This design comes from an exercise in tuning for small area on the open sky130 flow, not from production work.
The RTL was checked by simulation tests, not by an equivalence proof against the original design.
No activity file was given, so power comes from the tool's default toggle rates.

**design/flow/flow/run.sh**
```bash
#!/bin/bash
set -euo pipefail
export BUFFER_PORTS_ARGS="-buffer_cell sky130_fd_sc_hd__buf_1"
export CTS_ARGS="-sink_clustering_enable -repair_clock_nets -dont_use_dummy_load -buf_list sky130_fd_sc_hd__clkbuf_8 -sink_clustering_size 18 -sink_clustering_max_diameter 60"

bash standard.sh finish > standard_make.log 2>&1
```
**design/flow/standard.sh**
```bash
#!/bin/bash
# synth_recipe.tcl (not shown) runs the flow's synth.tcl, then flattens the netlist and writes it again
# the make line also repeats each setting of config.mk as NAME=value (left out here)
make -C /OpenROAD-flow-scripts/flow DESIGN_CONFIG=/design/flow/config.mk WORK_HOME=/design/flow/orfs CLKGATE_MAP_FILE= SYNTH_SCRIPT=/design/flow/synth_recipe.tcl "${@:-finish}"
```
**design/flow/config.mk**
```make
export PLATFORM = sky130hd
export DESIGN_NAME = ANITA3_simple_trigger
export DESIGN_NICKNAME = ANITA3_simple_trigger
export VERILOG_FILES = /design/flow/design.v
export SDC_FILE = /design/flow/constraint.sdc
export NUM_CORES = 4
export LEC_CHECK = 0
export CAP_MARGIN = 20
export CORE_MARGIN = 2
export CORE_UTILIZATION = 75
export PLACE_DENSITY = 0.85
export SLEW_MARGIN = 20
```
**design/flow/constraint.sdc**
```tcl
create_clock -name core_clock -period 4.0 [get_ports {clk250_i}]
set_input_delay 0.8000 -clock core_clock [delete_from_list [all_inputs] [get_ports {clk250_i}]]
set_output_delay 0.8000 -clock core_clock [all_outputs]
set_load 0.01 [all_outputs]
```
**design/flow/design.v**
```verilog
`timescale 1ns / 1ps
module srl_oneshot(
		input clk250_i,
		input rst_i,           
		input rst_hold_i,      
		input valid_i,
		input [1:0] phi_n_i,   
		input phi_n_next_i,    
		input [1:0] pmask_i,   
		output [1:0] hold_n_o,    
		output any_trig_next_o,   
		output [1:0] scal_L1_o,
		output [1:0] scal_o
    );
	reg [47:0] code;         
	reg [1:0] tdl15_n;
	reg [1:0] l1_flag;
	reg [1:0] flag;
	wire pa_now = !phi_n_i[0];
	wire pb_now = !phi_n_i[1];
	wire ta_next = !rst_hold_i & pa_now & pb_now & !pmask_i[0];
	wire tb_next = !rst_hold_i & pb_now & !phi_n_next_i & !pmask_i[1];
	wire [2:0] enc = {pa_now & pb_now, pb_now & (!pa_now | ta_next), tb_next | (pa_now & !pb_now)};
	wire [2:0] y0 = code[2:0];
	wire ta0 = y0[2] & y0[1];
	wire tb0 = (y0[2] | y0[1]) & y0[0];
	wire [2:0] y1 = code[5:3];
	wire pb1 = y1[2] | y1[1];
	wire pa1 = y1[2] | (!y1[1] & y1[0]);
	wire [2:0] y = code[47:45];
	wire pb15 = y[2] | y[1];
	wire pa15 = y[2] | (!y[1] & y[0]);
	wire ta15 = y[2] & y[1];
	wire tb15 = pb15 & y[0];
	wire [1:0] p15 = {pb15, pa15};
	wire [1:0] t0 = {tb0, ta0};
	always @(posedge clk250_i) begin
		code <= {code[44:0], enc};
		tdl15_n <= {!tb15, !ta15};
	end
	genvar s;
	generate
		for (s = 0; s < 2; s = s + 1) begin : SEC
			always @(posedge clk250_i) begin
				if (rst_hold_i) l1_flag[s] <= 1'b0;
				else if (!phi_n_i[s]) l1_flag[s] <= 1'b1;
				else if (p15[s] && valid_i) l1_flag[s] <= 1'b0;
				if (rst_i) flag[s] <= 1'b0;
				else if (t0[s]) flag[s] <= 1'b1;
				else if (!tdl15_n[s] && valid_i) flag[s] <= 1'b0;
			end
		end
	endgenerate
	assign hold_n_o = {!pb1, !pa1};
	assign any_trig_next_o = ta_next | tb_next;
	assign scal_L1_o = l1_flag;
	assign scal_o = flag;
endmodule
`timescale 1ns / 1ps
module srl_oneshot_with_ref(
		input clk250_i,
		input rst_i,
		input valid_i,
		input pulse_i,
		input flag_i,
		output mon_scal_o
    );
	reg mon_x_n;
	reg mon_edge_n;
	reg mon_flag;
	reg [15:0] mon_delay_line_n;
	wire x_n = !(flag_i & pulse_i);
	always @(posedge clk250_i) begin
		if (rst_i) begin
			mon_edge_n <= 1'b1;
			mon_flag <= 1'b0;
		end else begin
			mon_edge_n <= x_n || !mon_x_n;
			if (!mon_edge_n) mon_flag <= 1'b1;
			else if (!mon_delay_line_n[15] && valid_i) mon_flag <= 1'b0;
		end
		mon_x_n <= x_n;
		mon_delay_line_n <= {mon_delay_line_n[14:0],mon_edge_n};
	end
	assign mon_scal_o = mon_flag;
endmodule
`timescale 1ns / 1ps
module ANITA3_trigger_holdoff(
		input clk250_i,
		input rst_i,
		input trig_i,
		output holdoff_o
    );
	reg holdoff_div_2;
	reg [3:0] holdoff_counter;
	wire [4:0] holdoff_counter_plus_one = holdoff_counter + 1;
	reg trigger_holdoff;
	reg clear_holdoff;
	always @(posedge clk250_i) begin
		if (rst_i) begin
			trigger_holdoff <= 0;
			holdoff_div_2 <= 0;
			holdoff_counter <= {4{1'b0}};
			clear_holdoff <= 0;
		end else begin
			if (clear_holdoff) trigger_holdoff <= 0;
			else if (trig_i) trigger_holdoff <= 1;
			if (!trigger_holdoff) holdoff_div_2 <= 0;
			else holdoff_div_2 <= ~holdoff_div_2;
			if (!trigger_holdoff) holdoff_counter <= {4{1'b0}};
			else if (holdoff_div_2) holdoff_counter <= holdoff_counter_plus_one;
			clear_holdoff <= holdoff_counter_plus_one[4];
		end
	end
	assign holdoff_o = trigger_holdoff;
endmodule
`timescale 1ns / 1ps
module ANITA3_simple_trigger_map(
		input clk250_i,
		input [47:0] L1_i,
		input [31:0] mask_i,
		output [15:0] V_pol_phi_n_o,
		output [15:0] H_pol_phi_n_o
    );
	wire [15:0] V_in;
	wire [15:0] H_in;
	assign V_in[0]  = L1_i[4*2+0];  assign V_in[4]  = L1_i[4*2+1];
	assign H_in[0]  = L1_i[4*2+2];  assign H_in[4]  = L1_i[4*2+3];
	assign V_in[2]  = L1_i[4*3+0];  assign V_in[6]  = L1_i[4*3+1];
	assign H_in[2]  = L1_i[4*3+2];  assign H_in[6]  = L1_i[4*3+3];
	assign V_in[1]  = L1_i[4*4+0];  assign V_in[5]  = L1_i[4*4+1];
	assign H_in[1]  = L1_i[4*4+2];  assign H_in[5]  = L1_i[4*4+3];
	assign V_in[3]  = L1_i[4*5+0];  assign V_in[7]  = L1_i[4*5+1];
	assign H_in[3]  = L1_i[4*5+2];  assign H_in[7]  = L1_i[4*5+3];
	assign V_in[15] = L1_i[4*6+0];  assign V_in[11] = L1_i[4*6+1];
	assign H_in[15] = L1_i[4*6+2];  assign H_in[11] = L1_i[4*6+3];
	assign V_in[13] = L1_i[4*7+0];  assign V_in[9]  = L1_i[4*7+1];
	assign H_in[13] = L1_i[4*7+2];  assign H_in[9]  = L1_i[4*7+3];
	assign V_in[14] = L1_i[4*8+0];  assign V_in[10] = L1_i[4*8+1];
	assign H_in[14] = L1_i[4*8+2];  assign H_in[10] = L1_i[4*8+3];
	assign V_in[12] = L1_i[4*9+0];  assign V_in[8]  = L1_i[4*9+1];
	assign H_in[12] = L1_i[4*9+2];  assign H_in[8]  = L1_i[4*9+3];
	reg [15:0] V_pol_phi_reg;
	reg [15:0] H_pol_phi_reg;
	reg [15:0] V_pol_phi_pipe;
	reg [15:0] H_pol_phi_pipe;
	always @(posedge clk250_i) begin
		V_pol_phi_reg <= ~(V_in & ~mask_i[15:0]);
		H_pol_phi_reg <= ~(H_in & ~mask_i[31:16]);
		V_pol_phi_pipe <= V_pol_phi_reg;
		H_pol_phi_pipe <= H_pol_phi_reg;
	end
	assign V_pol_phi_n_o = V_pol_phi_pipe;
	assign H_pol_phi_n_o = H_pol_phi_pipe;
endmodule
`timescale 1ns / 1ps
module ANITA3_simple_trigger( clk250_i,
										rst_i,
										L1_i,
										trig_o,
										scal_o,
										scal_L1_o,
										disable_i,
										refpulse_i,
										mon_scal_o,
										ant_mask_i,
										phi_mask_i,
										phi_o,
										count_o
										);
	input clk250_i;
	input rst_i;
	input [47:0] L1_i;
	input [31:0] ant_mask_i;
	input [31:0] phi_mask_i;
	output trig_o;
	output [31:0] phi_o;
	output [31:0] scal_o;
	output [31:0] scal_L1_o;
	input refpulse_i;
	output [31:0] mon_scal_o;
	output [7:0] count_o;
	input disable_i;
	wire [31:0] phi_n;
	wire [31:0] hold_n;
	wire [15:0] any_trig_next;
	ANITA3_simple_trigger_map u_map(.clk250_i(clk250_i),
											  .mask_i(ant_mask_i),
											  .L1_i(L1_i),
											  .V_pol_phi_n_o(phi_n[15:0]),
											  .H_pol_phi_n_o(phi_n[31:16]));
	reg [4:0] rst_age;
	reg valid;
	wire rst_hold = rst_i | (rst_age[4:1] == 4'd0);
	always @(posedge clk250_i) begin
		if (rst_i) begin
			rst_age <= 5'd0;
			valid <= 1'b0;
		end else begin
			if (!valid) rst_age <= rst_age + 5'd1;
			if (rst_age == 5'd17) valid <= 1'b1;
		end
	end
	reg [15:0] V_pol_pat;
	reg [15:0] H_pol_pat;
	reg rf_trigger;
	reg any_rf_trigger;
	reg any_rf_next;
	reg [1:0] raw_rf_trigger;
	wire trigger_holdoff;
	reg [7:0] raw_rf_count;
	reg rf_count_flag;
	reg [7:0] rf_count;
	reg trig_disable;
	generate
		genvar p, j;
		for (p = 0; p < 2; p = p + 1) begin : POL
			for (j = 0; j < 8; j = j + 1) begin : PAIR
				srl_oneshot u_pair(.clk250_i(clk250_i),
										 .rst_i(rst_i),
										 .rst_hold_i(rst_hold),
										 .valid_i(valid),
										 .phi_n_i(phi_n[16*p+2*j +: 2]),
										 .phi_n_next_i(phi_n[16*p+(2*j+2)%16]),
										 .pmask_i(phi_mask_i[16*p+2*j +: 2]),
										 .hold_n_o(hold_n[16*p+2*j +: 2]),
										 .any_trig_next_o(any_trig_next[8*p+j]),
										 .scal_L1_o(scal_L1_o[16*p+2*j +: 2]),
										 .scal_o(scal_o[16*p+2*j +: 2]));
			end
		end
		genvar i;
		for (i = 0; i < 32; i = i + 1) begin : MON
			srl_oneshot_with_ref u_mon(.clk250_i(clk250_i),.rst_i(rst_i),.valid_i(valid),
												.pulse_i(refpulse_i),.flag_i(scal_o[i]),
												.mon_scal_o(mon_scal_o[i]));
		end
	endgenerate
	wire latch_pat = any_rf_trigger && !trigger_holdoff;
	wire pat_load = latch_pat & ~rst_i;
	wire pat_keep = ~latch_pat & ~rst_i;
	always @(posedge clk250_i) begin
		V_pol_pat <= (~hold_n[15:0] & {16{pat_load}}) | (V_pol_pat & {16{pat_keep}});
		H_pol_pat <= (~hold_n[31:16] & {16{pat_load}}) | (H_pol_pat & {16{pat_keep}});
	end
	always @(posedge clk250_i) begin
		if (rst_i) begin
			trig_disable <= 1'b0;
			any_rf_trigger <= 1'b0;
			any_rf_next <= 1'b0;
			rf_trigger <= 1'b0;
			raw_rf_trigger <= 2'b00;
			rf_count_flag <= 1'b0;
			raw_rf_count <= 8'd0;
			rf_count <= 8'd0;
		end else begin
			trig_disable <= disable_i;
			any_rf_trigger <= any_rf_next;
			any_rf_next <= |any_trig_next;
			rf_trigger <= latch_pat && !trig_disable;
			raw_rf_trigger <= {raw_rf_trigger[0],any_rf_trigger};
			rf_count_flag <= raw_rf_trigger[0] && !raw_rf_trigger[1];
			if (rf_count_flag) raw_rf_count <= raw_rf_count + 8'd1;
			if (rf_count_flag && trigger_holdoff) rf_count <= raw_rf_count;
		end
	end
	ANITA3_trigger_holdoff u_rf_holdoff(.clk250_i(clk250_i),
													.rst_i(rst_i),
													.trig_i(any_rf_trigger),
													.holdoff_o(trigger_holdoff));
	assign trig_o = rf_trigger;
	assign phi_o = {H_pol_pat,V_pol_pat};
	assign count_o = rf_count;
endmodule
```
==> out/metrics.cfg, run 1 <==
[status]
outcome=no timing/DRC/antenna violations

[setup_path]
path_cells=buf_1
cp_max_fo=4
worstPathArrival_ps=1430
r2r_slack_ps=1770
crit_type=register to output port
cpLargestDelayFamily=flip-flops
cp_slowest_cell=dfxtp_1
critPathLaunchType=register
critical_path_required_ps=3200
crit_path_end_kind=output port
crit_buf_inv=1
cp_slowest_stage_delay_ps=420

[synth]
yosys.cell_types.count=31
postSynthCellCount=2448
syn_area_sq_um=36500
synth_top_cell_by_area=dfxtp_1
synth_top_cells_by_count=1604 x dfxtp_1, 163 x o21ai_0, 146 x a21oi_1
synthMuxAreaShare_pct=0.0549
synth_simple_gate_area_share_pct=3.95
synthTopCellsByArea=dfxtp_1 88%, o21ai_0 2.2%, a21oi_1 2.0%, buf_4 1.3%, nand2_1 1.3%
synth_fp_nets=2568
synth_xor_area_share_pct=0.288
synth-seq-cells=1604
yosysMostFrequentCell=dfxtp_1
synthAdderAreaFrac_pct=0.137
synth_top_family_by_area=compound AO/OA/AOI/OAI gates
ys.flop_type=dfxtp_1
avgSynthCellArea_sq_um=14.9
synth_compound_area_share_pct=5.11
synth_top_area_share_pct=88.0
ys_seq_area_share_pct=88.0
yosysWarnings=5
synth_edf_count=0
synthArstFlopShare_pct=0

[placed_design]
io_buffer_count=236
post-dp-hpwl_um=41100
place_congestion=0.802
dp_slack_ps=1110

[floorplan]
core_sq_um=47800
fp.dieW_um=225
start_util_pct=76.2
num_rows=80
dieArea_sq_um=50400
io_pins=253
fp.dieH_um=225

[global_routing]
grt_max_degree=50
grt_overflow=0
grt_pass1_vias=17800
track_usage_pct=25.5
antenna_found_initial=6
grt_pass1_wl_um=96400

[route]
drt_iter0_markers=1208
wl_per_cell_um=19.3
drt_first_pass_iters=5
vias=17200
drc_errors=0
routed_wl_um=63700
final_antenna_net_count=0
drt-vias-per-instance=5.20

[timing]
fin_ws_ps=1770
fmax_ghz=0.448
hold_viol_final=0
tightest_slew_ps=1150
finalSetupViolations=0
tns_ps=0
fin_worst_skew_ps=48.7
finalCriticalPeriod_ps=2230
timing.final.crit_share_pct=55.8
slew_viol_final=0
slew_headroom_pct=23.0
rsz0062_at_grt=no

[finish]
top_regs=POL.PAIR.u_pair.code: 768 flops, MON.u_mon.mon_delay_line_n: 512 flops
largest_reg_flops=768
largest_register=POL.PAIR.u_pair.code
nNetsFinal=2806
drive_gt1_share_pct=4.55
fin_util_pct=81.4
syn_to_final_growth_pct=6.71

[run]
maxCapViolations=0

[cts]
cts-resized-gates=0
htreeDepth=3
root_buffer=clkbuf_8
cts_setup_buffers=0
cts_buffers=99
cts_hold_buf=0
clock-sinks=1604
path_clk_slew_ps=110
clk_latency_ps=710
clock_path_buffers=3
cts_tree=yes

[pwr]
leakage_nw=15.2
p_per_area_nw_per_um2=604
ir_drop_v=0.000504

[min_path]
min_path_type=primary input to register

[metrics by stage]
stage	area, sq um	instances	total power (W)	hold WS (ps)
2_1_floorplan	36500	2448	0.0171	310
3_3_place_gp	37600	3200	0.0173	310
3_5_place_dp	37600	3200	0.0173	312
4_1_cts	38900	3299	0.0236	179
5_1_grt	38900	3303	0.0242	201
6_report	38900	3304	0.0235	239
[cells by family (layout without fill, tap and decap cells)]
| family | after synthesis | count (layout) |
|---|---|---|
| flops | 1604 | 1604 |
| simple gates | 320 | 320 |
| fa+ha+maj | 4 | 4 |
| other cells | 0 | 5 |
| compound gates | 343 | 343 |
| mux | 2 | 2 |
| buf+inv | 163 | 399 |
| xor+xnor | 12 | 12 |
[layout make-up]
cell class	count	area, sq um
Tap cell	615	769
Multi-Input combinational cell	681	3510
Timing Repair Buffer	244	951
Clock buffer	99	1360
Antenna cell	5	12.5
Sequential cell	1604	32100
Inverter	56	210
Fill cell	2451	8920
[layout by cell type (no fill, tap or decap), drive strengths merged]
cell and count:
diode 5, nand2b 32, inv 56, xnor2 3, and4 1, ha 4, buf 242, clkbuf 101
o21ai 163, a21o 1, mux2i 2, dfxtp 1604, o21a 13, nand3 42, nand2 127, a22o 16
nor2 69, xor2 9, a21oi 146, or3 2, nor3 28, nor4 4, nor2b 7, nand4 7
a2111oi 4, and3 1
[report_power, final]
part	switching [W]	internal [W]
registers	0.000207	0.0164
clock network	0.00431	0.00223
logic	0.000215	0.000107
total	0.00473	0.0188
[routing by layer]
layer	track usage (%)	vias up	routed length, um
li1	-	8172	-
met1	32.8	8315	26900
met2	42.2	515	30300
met3	5.76	164	3910
met4	10.9	2	2500
met5	0	-	13
[final timing paths]
check                              endpoint                           start  cells past startpoint
max                              scal_o[28]   POL[1].PAIR[6].u_pair.flag[0]                      1
min                  u_map.V_pol_phi_reg[9]                        L1_i[29]                      2
max reg2reg                    V_pol_pat[4]    u_rf_holdoff.trigger_holdoff                      5
min reg2reg  POL[0].PAIR[3].u_pair.code[16]  POL[0].PAIR[3].u_pair.code[13]                      0
==> run 2, diff against run 1 <==
==> design/flow/flow/run.sh (replaced) <==
#!/bin/bash
set -euo pipefail
export BUFFER_PORTS_ARGS="-buffer_cell sky130_fd_sc_hd__buf_1"
export CTS_ARGS="-sink_clustering_enable -repair_clock_nets -dont_use_dummy_load -buf_list sky130_fd_sc_hd__clkbuf_8 -sink_clustering_size 19 -sink_clustering_max_diameter 60"

bash standard.sh finish > standard_make.log 2>&1
--- a/design/flow/config.mk
+++ b/design/flow/config.mk
@@ -5,8 +5,8 @@
 export SDC_FILE = /design/flow/constraint.sdc
 export NUM_CORES = 4
 export LEC_CHECK = 0
-export CAP_MARGIN = 20
+export CAP_MARGIN = 0
 export CORE_MARGIN = 2
 export CORE_UTILIZATION = 75
 export PLACE_DENSITY = 0.85
-export SLEW_MARGIN = 20
+export SLEW_MARGIN = 0
==> run 2 against run 1 <==
Effect of this change:
- utilization decreased by 0.14 points
- register-to-register slack improved by 30 ps
- combinational power increased by 2%
- clock skew increased by 5.0 ps
- critical endpoint is now scal_o[31]
- largest cell class unchanged
- largest power group unchanged
- highest routed layer is now met4
==> out/metrics.cfg, run 2 <==
[setup_path]
critPathLaunchType=register
path_cells=buf_1
critical_path_required_ps=3200
cp_slowest_stage_delay_ps=410
cp_num_cells=1
r2r_slack_ps=1800
worstSetupStartpoint=POL[1].PAIR[7].u_pair.flag[1]
regToRegStartpoint=u_rf_holdoff.trigger_holdoff
crit_buf_inv=1
crit_type=register to output port
cp_max_fo=4
crit_path_end_kind=output port
worstPathArrival_ps=1400
cp_slowest_cell=dfxtp_1
cpLargestDelayFamily=flip-flops
reg2reg_to=V_pol_pat[4]
ff2ff_path_depth=5

[timing]
rsz0062_at_grt=no
hold_viol_final=0
tightest_slew_ps=1130
fmax_ghz=0.454
slew_viol_final=0
timing.final.crit_share_pct=55.0
slew_headroom_pct=24.9
fin_worst_skew_ps=53.7
finalSetupViolations=0
finalCriticalPeriod_ps=2200
whs_ps=214
tns_ps=0

[finish]
top_regs=POL.PAIR.u_pair.code: 768 flops, MON.u_mon.mon_delay_line_n: 512 flops
drive_gt1_share_pct=4.37
final_cell_mix=1604 x dfxtp_1, 234 x buf_1, 163 x o21ai_0, 144 x a21oi_1, 127 x nand2_1
fin_cells=3299
largest_reg_flops=768
syn_to_final_growth_pct=6.52
nNetsFinal=2801
largest_register=POL.PAIR.u_pair.code
mostFrequentLayoutCell=dfxtp_1

[synth]
synth_top_area_share_pct=88.0
yosysWarnings=5
yosys.cell_types.count=31
synth-seq-cells=1604
syn_area_sq_um=36500
synth_top_cell_by_area=dfxtp_1
synthArstFlopShare_pct=0
synth_edf_count=0
postSynthCellCount=2448
synth_top_cells_by_count=1604 x dfxtp_1, 163 x o21ai_0, 146 x a21oi_1
ys.flop_type=dfxtp_1
synthTopCellsByArea=dfxtp_1 88%, o21ai_0 2.2%, a21oi_1 2.0%, buf_4 1.3%, nand2_1 1.3%
ys_seq_area_share_pct=88.0
yosysMostFrequentCell=dfxtp_1
avgSynthCellArea_sq_um=14.9
synth_fp_nets=2568

[pwr]
leakage_nw=15.1
combPwrFrac_pct=1.4
ir_drop_v=0.000433
intPower_w=0.0187
switching_share_pct=20.2
power.share.clock_pct=27.5
totalPowerFinal_w=0.0234
seqPwrFrac_pct=71.1
p_per_area_nw_per_um2=603
power.switching_w=0.00474

[global_routing]
grt_max_degree=50
grt_pass1_wl_um=97600
antenna_found_initial=5
track_usage_pct=25.9
grt_pass1_vias=18000
grt_overflow=0

[route]
drc_errors=0
drt_first_pass_iters=8
routed_wl_um=64900
vias=17300
drt_iter0_markers=1228
drt-vias-per-instance=5.25
final_antenna_net_count=0
wl_per_cell_um=19.7

[min_path]
holdPathEnd=u_map.V_pol_phi_reg[2]
hp-start=L1_i[12]
min_path_type=primary input to register
hold_path_depth=2

[cts]
clk_latency_ps=730
cts_tree=yes
clock-sinks=1604
cts_setup_buffers=0
cts_buffers=94
cts-resized-gates=0
root_buffer=clkbuf_8
path_clk_slew_ps=110
htreeDepth=3
cts_hold_buf=0
clock_path_buffers=3

[floorplan]
fp.dieW_um=225
core_sq_um=47800
io_pins=253
start_util_pct=76.2
fp.dieH_um=225
dieArea_sq_um=50400
num_rows=80

[placed_design]
place_congestion=0.802
place_inst=3200
post-dp-hpwl_um=41100
io_buffer_count=236

[status]
outcome=no timing/DRC/antenna violations

[run]
maxCapViolations=0

run 2: cell type report:
type	instances	area, sq um
timing repair buffer	244	951
tap	615	769
inverter	56	210
fill	2466	8990
clock buffer	94	1290
multi-input combinational	681	3510
sequential	1604	32100
antenna	5	12.5
run 2: per-stage QoR:
step / setup WS (ps) / cell area, sq um / util, %
finish: 1800 / 38900 / 81.2
global route: 1690 / 38900 / 81.2
CTS: 1730 / 38800 / 81.2
detailed placement: 1110 / 37600 / 78.5
global placement: 1220 / 37600 / 78.5
floorplan: 2360 / 36500 / -
run 2: worst max path at each step:
stage	to	slack, ps
6_report	scal_o[31]	1800
5_1_grt	H_pol_pat[12]	1690
4_1_cts	mon_scal_o[31]	1730
3_5_place_dp	MON[31].u_mon.mon_edge_n	1110
3_3_place_gp	POL[0].PAIR[5].u_pair.code[1]	1220
2_1_floorplan	MON[0].u_mon.mon_edge_n	2360
run 2: power groups by stage:
| stage | clock network (W) | registers, W | logic [W] |
|---|---|---|---|
| floorplan | 0 | 0.0169 | 0.000179 |
| global placement | 0 | 0.0170 | 0.000298 |
| detailed placement | 0 | 0.0170 | 0.000317 |
| CTS | 0.00651 | 0.0167 | 0.000323 |
| global route | 0.00705 | 0.0167 | 0.000350 |
| finish | 0.00643 | 0.0167 | 0.000327 |
run 2: logic make-up (layout without fill, tap and decap cells):
logic type                 after synthesis  count (layout)  synth area share (%)
AOI/OAI and AO/OA                      343             343                  5.11
xor gates and xnor gates                12              12                 0.288
adders and majority gates                4               4                 0.137
buffers and inverters                  163             394                  2.44
DFF                                   1604            1604                  88.0
muxes                                    2               2                0.0549
other                                    0               5                     0
and+or+nand+nor                        320             320                  3.95
run 2: layer usage:
layer / up-vias / global-route usage, % / wire length [um] / share of wire (%)
met5: - / 0 / 0 / 0
met4: 0 / 12.3 / 2890 / 4.5
met3: 190 / 5.66 / 4000 / 6.2
met2: 569 / 42.9 / 30700 / 47
met1: 8400 / 32.8 / 27300 / 42
li1: 8172 / - / - / -
==> run 3, diff against run 2 <==
--- a/design/flow/config.mk
+++ b/design/flow/config.mk
@@ -5,8 +5,10 @@
 export SDC_FILE = /design/flow/constraint.sdc
 export NUM_CORES = 4
 export LEC_CHECK = 0
-export CAP_MARGIN = 0
+export CAP_MARGIN = 20
 export CORE_MARGIN = 2
 export CORE_UTILIZATION = 75
+export GPL_ROUTABILITY_DRIVEN = 0
+export GPL_TIMING_DRIVEN = 0
 export PLACE_DENSITY = 0.85
-export SLEW_MARGIN = 0
+export SLEW_MARGIN = 20
==> run 3 against run 2 <==
Effect of this change:
- synthesized area unchanged
- register-to-register slack improved by 20 ps
- worst hold slack improved by 10 ps
- synthesized cell count stayed put
- power rose by 0.16%
- combinational power is 13% higher
- die area did not move
- sequential power hardly changed
- largest power group unchanged
- highest routed layer unchanged
==> out/metrics.cfg, run 3 <==
[status]
outcome=no timing/DRC/antenna violations

[floorplan]
fp.dieW_um=225
io_pins=253
num_rows=80
fp.dieH_um=225
start_util_pct=76.2
dieArea_sq_um=50400
core_sq_um=47800

[pwr]
p_per_area_nw_per_um2=595
leakage_nw=15.5
ir_drop_v=0.000418

[route]
drt-vias-per-instance=5.22
drt_first_pass_iters=5
routed_wl_um=67200
wl_per_cell_um=19.8
drc_errors=0
drt_iter0_markers=1194
vias=17700
final_antenna_net_count=0

[synth]
synth_compound_area_share_pct=5.11
yosysWarnings=5
avgSynthCellArea_sq_um=14.9
synthArstFlopShare_pct=0
synth_top_cell_by_area=dfxtp_1
synthTopCellsByArea=dfxtp_1 88%, o21ai_0 2.2%, a21oi_1 2.0%, buf_4 1.3%, nand2_1 1.3%
synth_simple_gate_area_share_pct=3.95
postSynthCellCount=2448
ys.flop_type=dfxtp_1
synthAdderAreaFrac_pct=0.137
synth_top_cells_by_count=1604 x dfxtp_1, 163 x o21ai_0, 146 x a21oi_1
synth_fp_nets=2568
synth_top_family_by_area=compound AO/OA/AOI/OAI gates
synth_edf_count=0
yosysMostFrequentCell=dfxtp_1
ys_seq_area_share_pct=88.0
synth_top_area_share_pct=88.0
yosys.cell_types.count=31
synth-seq-cells=1604
synthMuxAreaShare_pct=0.0549
syn_area_sq_um=36500
synth_xor_area_share_pct=0.288

[finish]
fill_cells=2339
fin_util_pct=82.4
final_cell_mix=1604 x dfxtp_1, 235 x buf_1, 163 x o21ai_0, 146 x a21oi_1, 127 x nand2_1
mostFrequentLayoutCell=dfxtp_1
fin_cells=3398
largest_register=POL.PAIR.u_pair.code
top_regs=POL.PAIR.u_pair.code: 768 flops, MON.u_mon.mon_delay_line_n: 512 flops
multi_input_area_sq_um=3480
largest_reg_flops=768
nNetsFinal=2899
drive_gt1_share_pct=6.66
syn_to_final_growth_pct=8.12
regArea_sq_um=32100

[cts]
clock-sinks=1604
cts_buffers=94
root_buffer=clkbuf_8
path_clk_slew_ps=110
htreeDepth=3
cts_hold_buf=0
cts-resized-gates=0
cts_tree=yes
clk_latency_ps=710
cts_setup_buffers=0
clock_path_buffers=3

[placed_design]
io_buffer_count=235
post-dp-hpwl_um=45200
place_inst=3298
dp_slack_ps=1530

[timing]
finalCriticalPeriod_ps=2360
slew_headroom_pct=27.5
finalSetupViolations=0
slew_viol_final=0
tightest_slew_ps=1090
fin_worst_skew_ps=46.3
timing.final.crit_share_pct=59.0
hold_viol_final=0
tns_ps=0
rsz0062_at_grt=no
fmax_ghz=0.424
fin_ws_ps=1640

[global_routing]
grt_pass1_wl_um=101000
groute.layer.met3.usage_pct=5.55
track_usage_pct=26.9
grt_pass1_vias=18500
gr-usage-met1_pct=33.7
grt_overflow=0
use_met2_pct=44.6
grt_max_degree=20
antenna_found_initial=5
top_usage_layer=met2

[min_path]
hp-start=L1_i[16]
min_path_type=primary input to register

[run]
maxCapViolations=0

[setup_path]
critPathLaunchType=register
cp_slowest_cell=dfxtp_1
crit_path_end_kind=output port
worstPathArrival_ps=1560
regToRegStartpoint=valid
critical_path_required_ps=3200
worstSetupStartpoint=POL[1].PAIR[5].u_pair.flag[0]
cp_max_fo=4
r2r_slack_ps=1820
path_cells=buf_4 > buf_1
cp_slowest_stage_delay_ps=520
crit_type=register to output port

## run 3: critical path: cells and delay by family, from the launching register on
family   cells  cell delay, ps
flops        1             520
buf+inv      2             310
## run 3: worst paths after layout
kind | end | depth (start not counted)
max | scal_o[26] | 2
min | u_map.V_pol_phi_reg[1] | 2
max reg2reg | POL[1].PAIR[1].u_pair.l1_flag[1] | 5
min reg2reg | MON[7].u_mon.mon_delay_line_n[4] | 0
## run 3: stage by stage
stage	cell area, sq um	total power, W	hold WS [ps]
2_1_floorplan	36500	0.0171	310
3_3_place_gp	38100	0.0173	310
3_5_place_dp	38100	0.0174	312
4_1_cts	39400	0.0235	168
5_1_grt	39400	0.0241	208
6_report	39400	0.0235	224
## run 3: logic make-up (layout without fill, tap and decap cells)
group                      after synthesis  in the layout
and+or+nand+nor                        320            320
buffers and inverters                  163            492
DFF                                   1604           1604
xor gates and xnor gates                12             12
muxes                                    2              2
adders and majority gates                4              4
AOI/OAI and AO/OA                      343            343
other                                    0              6
## run 3: final cells by class
cell class,instances,area share [%]
Sequential cell,1604,81.4
Clock buffer,94,3.28
Antenna cell,6,0.0381
Inverter,56,0.533
Tap cell,615,1.95
Multi-Input combinational cell,681,8.82
Buffer,107,1.72
Timing Repair Buffer,235,2.24
## run 3: power breakdown
group / total [W] / internal, W / switching, W
Clock: 0.00643 / 0.00213 / 0.00430
Combinational: 0.000368 / 0.000125 / 0.000243
Sequential: 0.0167 / 0.0164 / 0.000208
Total: 0.0235 / 0.0187 / 0.00476
## run 3: per-layer routing
metal	routed length, um	vias to the layer above	share of wire (%)
li1	-	8356	-
met1	27700	8538	41
met2	32000	617	48
met3	3980	212	5.9
met4	3570	0	5.3
met5	0	-	0
==> run 4, diff against run 3 <==
--- a/design/flow/config.mk
+++ b/design/flow/config.mk
@@ -8,7 +8,5 @@
 export CAP_MARGIN = 20
 export CORE_MARGIN = 2
 export CORE_UTILIZATION = 75
-export GPL_ROUTABILITY_DRIVEN = 0
-export GPL_TIMING_DRIVEN = 0
 export PLACE_DENSITY = 0.85
 export SLEW_MARGIN = 20
==> run 4 against run 3 <==
Effect of this change:
- clock-buffer cell count is the same
- power fell by 0.16%
- combinational power shrank 11%
- routed wire length fell by 3.5%
- design area is 1.5% lower
- die area stayed put
- utilization decreased by 1.2 points
- cell count is 2.9% lower
- register-to-register slack got worse by 20 ps
==> out/metrics.cfg, run 4 <==
[timing]
timing.final.crit_share_pct=55.0
fmax_ghz=0.454
finalSetupViolations=0
finalCriticalPeriod_ps=2200
slew_viol_final=0
tightest_slew_ps=1130
rsz0062_at_grt=no
fin_worst_skew_ps=53.7
tns_ps=0
whs_ps=214
hold_viol_final=0
slew_headroom_pct=24.9

[synth]
synth_xor_area_share_pct=0.288
synth_top_area_share_pct=88.0
yosys.cell_types.count=31
yosysWarnings=5
synthMuxAreaShare_pct=0.0549
synth_top_family_by_area=compound AO/OA/AOI/OAI gates
postSynthCellCount=2448
ys_seq_area_share_pct=88.0
yosysMostFrequentCell=dfxtp_1
syn_area_sq_um=36500
synth_simple_gate_area_share_pct=3.95
synthTopCellsByArea=dfxtp_1 88%, o21ai_0 2.2%, a21oi_1 2.0%, buf_4 1.3%, nand2_1 1.3%
synth_top_cells_by_count=1604 x dfxtp_1, 163 x o21ai_0, 146 x a21oi_1
ys.flop_type=dfxtp_1
avgSynthCellArea_sq_um=14.9
synth_top_cell_by_area=dfxtp_1
synth_fp_nets=2568
synthArstFlopShare_pct=0
synth-seq-cells=1604
synth_compound_area_share_pct=5.11
synth_edf_count=0
synthAdderAreaFrac_pct=0.137

[placed_design]
placed_area_sq_um=37600
place_congestion=0.802
post-dp-hpwl_um=41100
io_buffer_count=236

[cts]
root_buffer=clkbuf_8
htreeDepth=3
cts-resized-gates=0
clock-sinks=1604
path_clk_slew_ps=110
clock_path_buffers=3
cts_tree=yes
cts_hold_buf=0
cts_setup_buffers=0
clk_latency_ps=730
cts_buffers=94

[setup_path]
crit_buf_inv=1
cp_max_fo=4
cp_slowest_cell=dfxtp_1
crit_path_end_kind=output port
critPathLaunchType=register
worstPathArrival_ps=1400
path_cells=buf_1
cp_slowest_stage_delay_ps=410
critical_path_required_ps=3200
cpLargestDelayFamily=flip-flops
crit_type=register to output port
r2r_slack_ps=1800

[finish]
multi_input_area_sq_um=3510
nNetsFinal=2801
fill_cells=2466
largest_reg_flops=768
mostFrequentLayoutCell=dfxtp_1
largest_register=POL.PAIR.u_pair.code
top_regs=POL.PAIR.u_pair.code: 768 flops, MON.u_mon.mon_delay_line_n: 512 flops
fin_util_pct=81.2
regArea_sq_um=32100
final_cell_mix=1604 x dfxtp_1, 234 x buf_1, 163 x o21ai_0, 144 x a21oi_1, 127 x nand2_1
design_area_sq_um=38900
drive_gt1_share_pct=4.37
syn_to_final_growth_pct=6.52

[global_routing]
grt_max_degree=50
top_usage_layer=met2
grt_overflow=0
antenna_found_initial=5
grt_pass1_wl_um=97600
track_usage_pct=25.9
grt_pass1_vias=18000
use_met2_pct=42.9
gr-usage-met1_pct=32.8
groute.layer.met3.usage_pct=5.66

[route]
routed_wl_um=64900
drt_iter0_markers=1228
drt-vias-per-instance=5.25
drt_first_pass_iters=8
final_antenna_net_count=0
vias=17300
drc_errors=0
wl_per_cell_um=19.7

[min_path]
min_path_type=primary input to register

[floorplan]
io_pins=253
fp.dieW_um=225
dieArea_sq_um=50400
num_rows=80
fp.dieH_um=225
start_util_pct=76.2
core_sq_um=47800

[run]
maxCapViolations=0

[pwr]
p_per_area_nw_per_um2=603
leakage_nw=15.1
ir_drop_v=0.000433

[status]
outcome=no timing/DRC/antenna violations

==> run 4: cell count changes in the layout (fill, tap and decap cells not counted), moves of 2 or more <==
cell and change:
buf_4 -56, clkbuf_1 -24, a21oi_4 +2, buf_6 -2
a21oi_1 -2, buf_2 -17
==> run 4: routing by layer <==
metal,up-vias,routed length [um]
met5,-,0
met4,0,2890
met3,190,4000
met2,569,30700
met1,8400,27300
li1,8172,-
==> run 4: path summary, 6_finish.rpt <==
kind | startpoint | to | depth (start not counted)
setup / recovery | POL[1].PAIR[7].u_pair.flag[1] | scal_o[31] | 1
hold reg to reg | MON[7].u_mon.mon_delay_line_n[6] | MON[7].u_mon.mon_delay_line_n[7] | 0
setup reg to reg | u_rf_holdoff.trigger_holdoff | V_pol_pat[4] | 5
hold / removal | L1_i[12] | u_map.V_pol_phi_reg[2] | 2
==> run 4: final cells by class <==
| cell class | count | share of cell area [%] |
|---|---|---|
| Tap cell | 615 | 1.98 |
| Sequential cell | 1604 | 82.6 |
| Antenna cell | 5 | 0.0322 |
| Clock buffer | 94 | 3.33 |
| Timing Repair Buffer | 244 | 2.45 |
| Multi-Input combinational cell | 681 | 9.04 |
| Inverter | 56 | 0.541 |
==> run 4: cells by family (layout without fill, tap and decap cells) <==
group | count (synthesis) | after routing
DFF | 1604 | 1604
other | 0 | 5
and+or+nand+nor | 320 | 320
xor gates and xnor gates | 12 | 12
adders and majority gates | 4 | 4
muxes | 2 | 2
buffers and inverters | 163 | 394
AOI/OAI and AO/OA | 343 | 343
==> run 4: power by group <==
group	internal (W)	switching [W]	total, W	leakage, nW
sequential	0.0164	0.000209	0.0167	13.1
clock	0.00212	0.00431	0.00643	0.676
combinational	0.000107	0.000220	0.000327	1.33
total	0.0187	0.00474	0.0234	15.1
==> run 4: per-stage QoR <==
step / instances / power [W] / setup WS, ps
global placement: 3200 / 0.0173 / 1220
detailed placement: 3200 / 0.0173 / 1110
global route: 3298 / 0.0241 / 1690
CTS: 3294 / 0.0235 / 1730
floorplan: 2448 / 0.0171 / 2360
finish: 3299 / 0.0234 / 1800
==> run 5, diff against run 4 <==
==> design/flow/flow/run.sh (replaced) <==
#!/bin/bash
set -euo pipefail
export BUFFER_PORTS_ARGS="-buffer_cell sky130_fd_sc_hd__buf_1"
export CTS_ARGS="-sink_clustering_enable -repair_clock_nets -dont_use_dummy_load -buf_list sky130_fd_sc_hd__clkbuf_8 -sink_clustering_size 20 -sink_clustering_max_diameter 60"

bash standard.sh finish > standard_make.log 2>&1
--- a/design/flow/config.mk
+++ b/design/flow/config.mk
@@ -7,6 +7,6 @@
 export LEC_CHECK = 0
 export CAP_MARGIN = 20
 export CORE_MARGIN = 2
-export CORE_UTILIZATION = 75
-export PLACE_DENSITY = 0.85
+export CORE_UTILIZATION = 85
+export PLACE_DENSITY = 0.92
 export SLEW_MARGIN = 20
==> run 5 against run 4 <==
Effect of this change:
- the run now fails in 3_5_place_dp
- synthesized area unchanged
- synthesized cell count unchanged
==> out/metrics.cfg, run 5 <==
[synth]
synthTopCellsByArea=dfxtp_1 88%, o21ai_0 2.2%, a21oi_1 2.0%, buf_4 1.3%, nand2_1 1.3%
postSynthCellCount=2448
yosysMostFrequentCell=dfxtp_1
synth_fp_nets=2568
synth_top_cell_by_area=dfxtp_1
synth_edf_count=0
ys_seq_area_share_pct=88.0
syn_area_sq_um=36500
synth_top_area_share_pct=88.0
avgSynthCellArea_sq_um=14.9
synth_top_cells_by_count=1604 x dfxtp_1, 163 x o21ai_0, 146 x a21oi_1
yosys.cell_types.count=31
ys.flop_type=dfxtp_1
synthArstFlopShare_pct=0
yosysWarnings=5
synth-seq-cells=1604

[status]
stop_stage=3_5_place_dp
outcome=stopped before the end
stop_error=[ERROR DPL-0033] detailed placement checks failed during check placement.

[floorplan]
fp.dieW_um=211
num_rows=75
start_util_pct=86.6
fp.dieH_um=211
io_pins=253

[placed_design]
place_congestion=0.838
post-dp-hpwl_um=49300
io_buffer_count=236

## run 5: cell counts after synthesis
Identical to the previous run, type by type.
## run 5: stage by stage
stage                   hold WS [ps]  instance area [sq um]  power (W)
after floorplan                  310                  36500     0.0171
after global placement           310                  37500     0.0173
## run 5: worst min-delay path by stage
stage,startpoint,end,slack [ps],depth (start not counted)
3_3_place_gp,POL[1].PAIR[2].u_pair.code[38],POL[1].PAIR[2].u_pair.code[41],310,0
2_1_floorplan,MON[0].u_mon.mon_delay_line_n[9],MON[0].u_mon.mon_delay_line_n[10],310,0
## run 5: kinds of logic after synthesis
logic type	after synthesis	share of synthesized area, %
adders and majority gates	4	0.137
and+or+nand+nor	320	3.95
DFF	1604	88.0
muxes	2	0.0549
AOI/OAI and AO/OA	343	5.11
buffers and inverters	163	2.44
xor gates and xnor gates	12	0.288
## run 5: power groups by stage
stage	clock network (W)	registers (W)	logic [W]
2_1_floorplan	0	0.0169	0.000179
3_3_place_gp	0	0.0170	0.000295
==> run 6, diff against run 5 <==
==> design/flow/flow/run.sh (replaced) <==
#!/bin/bash
set -euo pipefail
export BUFFER_PORTS_ARGS="-buffer_cell sky130_fd_sc_hd__buf_1"
export CTS_ARGS="-sink_clustering_enable -repair_clock_nets -dont_use_dummy_load -buf_list sky130_fd_sc_hd__clkbuf_8 -sink_clustering_size 22 -sink_clustering_max_diameter 40"

bash standard.sh finish > standard_make.log 2>&1
==> run 6 against run 5 <==
Effect of this change:
- synthesized cell count did not move
- synthesized area did not move
- the run again fails in 3_5_place_dp
==> out/metrics.cfg, run 6 <==
[synth]
synth_top_cells_by_count=1604 x dfxtp_1, 163 x o21ai_0, 146 x a21oi_1
synthTopCellsByArea=dfxtp_1 88%, o21ai_0 2.2%, a21oi_1 2.0%, buf_4 1.3%, nand2_1 1.3%
syn_area_sq_um=36500
yosysMostFrequentCell=dfxtp_1
yosysWarnings=5
ys_seq_area_share_pct=88.0
synth_edf_count=0
avgSynthCellArea_sq_um=14.9
synth_top_cell_by_area=dfxtp_1
postSynthCellCount=2448
synth-seq-cells=1604
synth_top_area_share_pct=88.0
synthArstFlopShare_pct=0
synth_fp_nets=2568
yosys.cell_types.count=31
ys.flop_type=dfxtp_1

[floorplan]
num_rows=75
start_util_pct=86.6
fp.dieW_um=211
io_pins=253
fp.dieH_um=211

[placed_design]
post-dp-hpwl_um=49300
io_buffer_count=236
place_congestion=0.838

[status]
stop_error=[ERROR DPL-0033] detailed placement checks failed during check placement.
outcome=stopped before the end
stop_stage=3_5_place_dp

## run 6: cell counts after synthesis
No cell type changed its count.
## run 6: worst max-delay path by stage
stage | start | to | slack (ps)
floorplan | refpulse_i | MON[0].u_mon.mon_edge_n | 2360
global placement | rst_i | V_pol_pat[6] | 1240
## run 6: power by group through the flow
| stage | Sequential, W | Combinational [W] | Clock, W |
|---|---|---|---|
| 2_1_floorplan | 0.0169 | 0.000179 | 0 |
| 3_3_place_gp | 0.0170 | 0.000295 | 0 |
## run 6: cells by family after synthesis
| kind of cell | Yosys count | synth area share [%] |
|---|---|---|
| muxes | 2 | 0.0549 |
| and+or+nand+nor | 320 | 3.95 |
| adders and majority gates | 4 | 0.137 |
| AOI/OAI and AO/OA | 343 | 5.11 |
| xor gates and xnor gates | 12 | 0.288 |
| buffers and inverters | 163 | 2.44 |
| DFF | 1604 | 88.0 |
## run 6: through the flow
step | hold slack [ps] | worst slack [ps]
3_3_place_gp | 310 | 1240
2_1_floorplan | 310 | 2360

## separate check: timing with driven ports
No port has a modelled driver above. Below, the same layouts with a new extraction and two added sets of constraints.
Step 1 sets driving cells, clkbuf_16 on the clock port and buf_2 on the other inputs (assumed; they add their load-dependent delay and slew).
Step 2, shift: input delay + t, output delay - t, t = (earliest + latest rising clock arrival at the registers) / 2. This alone moves slack from input paths to output paths.
Three values: ideal ports, drivers, drivers and shift; two values: the first two.
run	t (ns)	setup WS [ns]	pins driven straight from the clock port
run 1	0.750	1.767 / 1.708 / 1.087	1
run 2	0.764	1.798 / 1.740 / 1.106	1
run 3	0.768	1.642 / 1.566 / 1.439	1
run 4	0.764	1.798 / 1.740 / 1.106	1
After both steps every run listed still meets setup and hold.
